This is an optimization exercise on Yosys and OpenROAD, whose aim is small area, not a production implementation.
RTL that was checked went through simulation tests only; none was proved equivalent to the original.
Power and IR drop assume default switching activity.

==> flow/design.v (excerpt) <==
module system_top (
    input  wire       i_clk,
    input  wire       i_rst_n,
    input  wire       i_uart_rx,
    output wire [3:0] o_vga_r,
    output wire [3:0] o_vga_g,
    output wire [3:0] o_vga_b,
    output wire       o_vga_hsync,
    output wire       o_vga_vsync
);
    reg [6:0] r_ph;
    always @(posedge i_clk or negedge i_rst_n) begin
        if (!i_rst_n)
            r_ph <= 7'd0;
        else if (r_ph == 7'd107)
            r_ph <= 7'd0;
        else
            r_ph <= r_ph + 7'd1;
    end
    wire w_tick = (r_ph == 7'd0) || (r_ph == 7'd54);
    wire w_pix  = (r_ph[1:0] == 2'b00);
    localparam [7:0] U_IDLE = 8'd247;
    reg  [7:0] r_u;
    reg  [2:0] r_bc;      
    reg        r_t1;      
    reg  [2:0] r_k;       
    reg        r_play;    
    localparam [2:0] K_NONE = 3'b000, K_START = 3'b001,
                     K_DOWN = 3'b100, K_UP = 3'b101,
                     K_RIGHT = 3'b110, K_LEFT = 3'b111;
    wire w_clkdrv = (r_u >= 8'd144) && (r_u <= 8'd163);
  ...
Size: ~650 cells after synthesis, roughly 65 flip-flops, ~17 I/O pins, about 5000 sq um of cells after synthesis.
clock: 10.0 ns
lec_check: 0
cap_margin: 20
core_margin: 2
core_utilization: 40
cts_buf_list: sky130_fd_sc_hd__clkbuf_8
cts_cluster_diameter: 100
cts_cluster_size: 30
place_density: 0.6
slew_margin: 20
standard.sh (not shown) runs the stock make flow with config.mk's settings and CLKGATE_MAP_FILE= SYNTH_SCRIPT=/design/flow/synth_recipe.tcl, a recipe that flattens the netlist after the stock synthesis.
==> flow/flow/run.sh <==
#!/bin/bash
# Standard ORFS layout, with two synthesis changes that only affect how the
# combinational logic is mapped (registers are mapped exactly as in the
# standard synthesis, before ABC runs):
#   - ABC uses an area-recovery script (flow/abc_area.script)
#   - Yosys's extract_fa is skipped, so adders reach ABC as plain gates
set -euo pipefail
W=$(pwd)
rm -rf "$W/scripts_mod"
cp -r "$FLOW_HOME/scripts" "$W/scripts_mod"
cp "$W/flow/abc_area.script" "$W/scripts_mod/abc_speed.script"
python3 - "$W/scripts_mod/synth.tcl" <<'PY'
import sys
p = sys.argv[1]
s = open(p).read()
old = "  extract_fa {*}[dont_use_extract_fa_args]\n"
assert old in s
s = s.replace(old, "  # extract_fa skipped by this flow\n", 1)
open(p, "w").write(s)
PY
bash standard.sh SCRIPTS_DIR="$W/scripts_mod" finish > "$W/flow_make.log" 2>&1
==> flow/flow/abc_area.script <==
&get -n
&st
&syn2
&dc2
&dch -f
&nf -R 1000
&st
&syn3
&dc2
&dch -f
&nf -R 1000
&st
&syn3
&dc2
&dch -f
&nf -R 1000
&st
&syn3
&dc2
&dch -f
&nf -R 1000
&put
topo
dnsize -c
Next try:
CTS_BUF_LIST = sky130_fd_sc_hd__clkbuf_4 sky130_fd_sc_hd__clkbuf_8   (was sky130_fd_sc_hd__clkbuf_8)
CTS_CLUSTER_DIAMETER = 60   (was 100)
CTS_CLUSTER_SIZE = 20   (was 30)
Outcome: Utilization is about the same; hold slack stays flat; cell area hardly moves; critical path depth is unchanged; area after synthesis does not change; clock skew barely changes; non-clock buffer count stays the same; fmax barely changes.
No run of this note included a check of the RTL's function; only the layout flow was run.

Setup of v6:
system_top, a different RTL version from the one above (not shown whole).
Size: about 750 cells after synthesis, about 65 flip-flops, roughly 17 I/O pins.
==> flow/config.mk <==
export PLATFORM = sky130hd
export DESIGN_NAME = system_top
export DESIGN_NICKNAME = system_top
export VERILOG_FILES = /design/flow/design.v
export SDC_FILE = /design/flow/constraint.sdc
export NUM_CORES = 4
export LEC_CHECK = 0
export CAP_MARGIN = 20
export CORE_MARGIN = 2
export CORE_UTILIZATION = 40
export PLACE_DENSITY = 0.6
export SLEW_MARGIN = 20
==> flow/constraint.sdc <==
create_clock -name core_clock -period 10.0 [get_ports {i_clk}]
set_input_delay 2.0000 -clock core_clock [delete_from_list [all_inputs] [get_ports {i_clk}]]
set_output_delay 2.0000 -clock core_clock [all_outputs]
set_load 0.01 [all_outputs]
run.sh (not shown) runs the stock make flow with config.mk's settings and CLKGATE_MAP_FILE= SYNTH_SCRIPT=/design/flow/synth_recipe.tcl, a recipe that flattens the netlist after the stock synthesis.
Stock flow here: none of the scripts above is used.
Per the final summary, v6 finished and its layout is clean on timing, DRC and antenna.
[inputs] v7 vs v6
==> flow/flow/run.sh (new file) <==
#!/bin/bash
# Standard ORFS layout, with two synthesis changes that only affect how the
# combinational logic is mapped (registers are mapped exactly as in the
# standard synthesis, before ABC runs):
#   - ABC uses an area-recovery script (flow/abc_area.script)
#   - Yosys's extract_fa is skipped, so adders reach ABC as plain gates
set -euo pipefail
W=$(pwd)
rm -rf "$W/scripts_mod"
cp -r "$FLOW_HOME/scripts" "$W/scripts_mod"
cp "$W/flow/abc_area.script" "$W/scripts_mod/abc_speed.script"
python3 - "$W/scripts_mod/synth.tcl" <<'PY'
import sys
p = sys.argv[1]
s = open(p).read()
old = "  extract_fa {*}[dont_use_extract_fa_args]\n"
assert old in s
s = s.replace(old, "  # extract_fa skipped by this flow\n", 1)
open(p, "w").write(s)
PY
bash standard.sh SCRIPTS_DIR="$W/scripts_mod" finish > "$W/flow_make.log" 2>&1
==> flow/flow/abc_area.script (new file) <==
&get -n
&st
&syn2
&dc2
&dch -f
&nf -R 1000
&st
&syn3
&dc2
&dch -f
&nf -R 1000
&st
&syn3
&dc2
&dch -f
&nf -R 1000
&st
&syn3
&dc2
&dch -f
&nf -R 1000
&put
topo
dnsize -c
==> flow/standard.sh (new file) <==
#!/bin/bash
# synth_recipe.tcl (not shown) runs the flow's synth.tcl, then flattens the netlist and writes it again
# the make line also repeats each setting of config.mk as NAME=value (left out here)
make -C /OpenROAD-flow-scripts/flow DESIGN_CONFIG=/design/flow/config.mk WORK_HOME=/design/flow/orfs CLKGATE_MAP_FILE= SYNTH_SCRIPT=/design/flow/synth_recipe.tcl "${@:-finish}"
removed: flow/run.sh
Results
v7 vs. v6: fmax has remained practically unchanged; tap cell instance count has decreased; arrival time of data at the critical path endpoint lost 0.22 ns; count of non-CTS inverters in the layout fell 45%. Against v6, maximum VDD drop in v7 came out worse. Comparing v7 and v6, the higher detailed-routing wirelength on met1 is on v7. Measured against each other, v7 and v6 differ in depth of the worst register-to-register path, the lower figure coming from v7. Taking v6 as the reference, in v7 sequential group share of total power increased 3.1 points, buffering overhead increased 0.46 points, worst-case register-to-register setup slack essentially unchanged.

-- static timing again, ports no longer ideal --
No port has a modelled driver above. Below, the same layouts with a new extraction and two added sets of constraints. Step 1: set_driving_cell puts a clkbuf_16 on i_clk and a buf_2 on each other input, an assumption about the parent block. Step 2 also shifts input and output timing later by t, the mid clock arrival at the registers, as if the neighbouring blocks saw the same clock. Three values: ideal, step 1, step 2; two values: the first two.
run	t (ns)	setup slack, ns	worst setup path at the end	worst register clock-pin slew, ns	pins driven straight from the clock port
the first run of note 1	0.400	5.142 / 5.142 / 5.142	register to register	0.08 / 0.08	1
the second run of note 1	0.400	5.147 / 5.147 / 5.147	register to register	0.08 / 0.08	1
v6	0.368	5.753 / 5.753 / 5.753	register to register	0.06 / 0.06	1
v7	0.373	5.756 / 5.756 / 5.756	register to register	0.06 / 0.06	1
After both steps setup and hold are still met in every run listed.
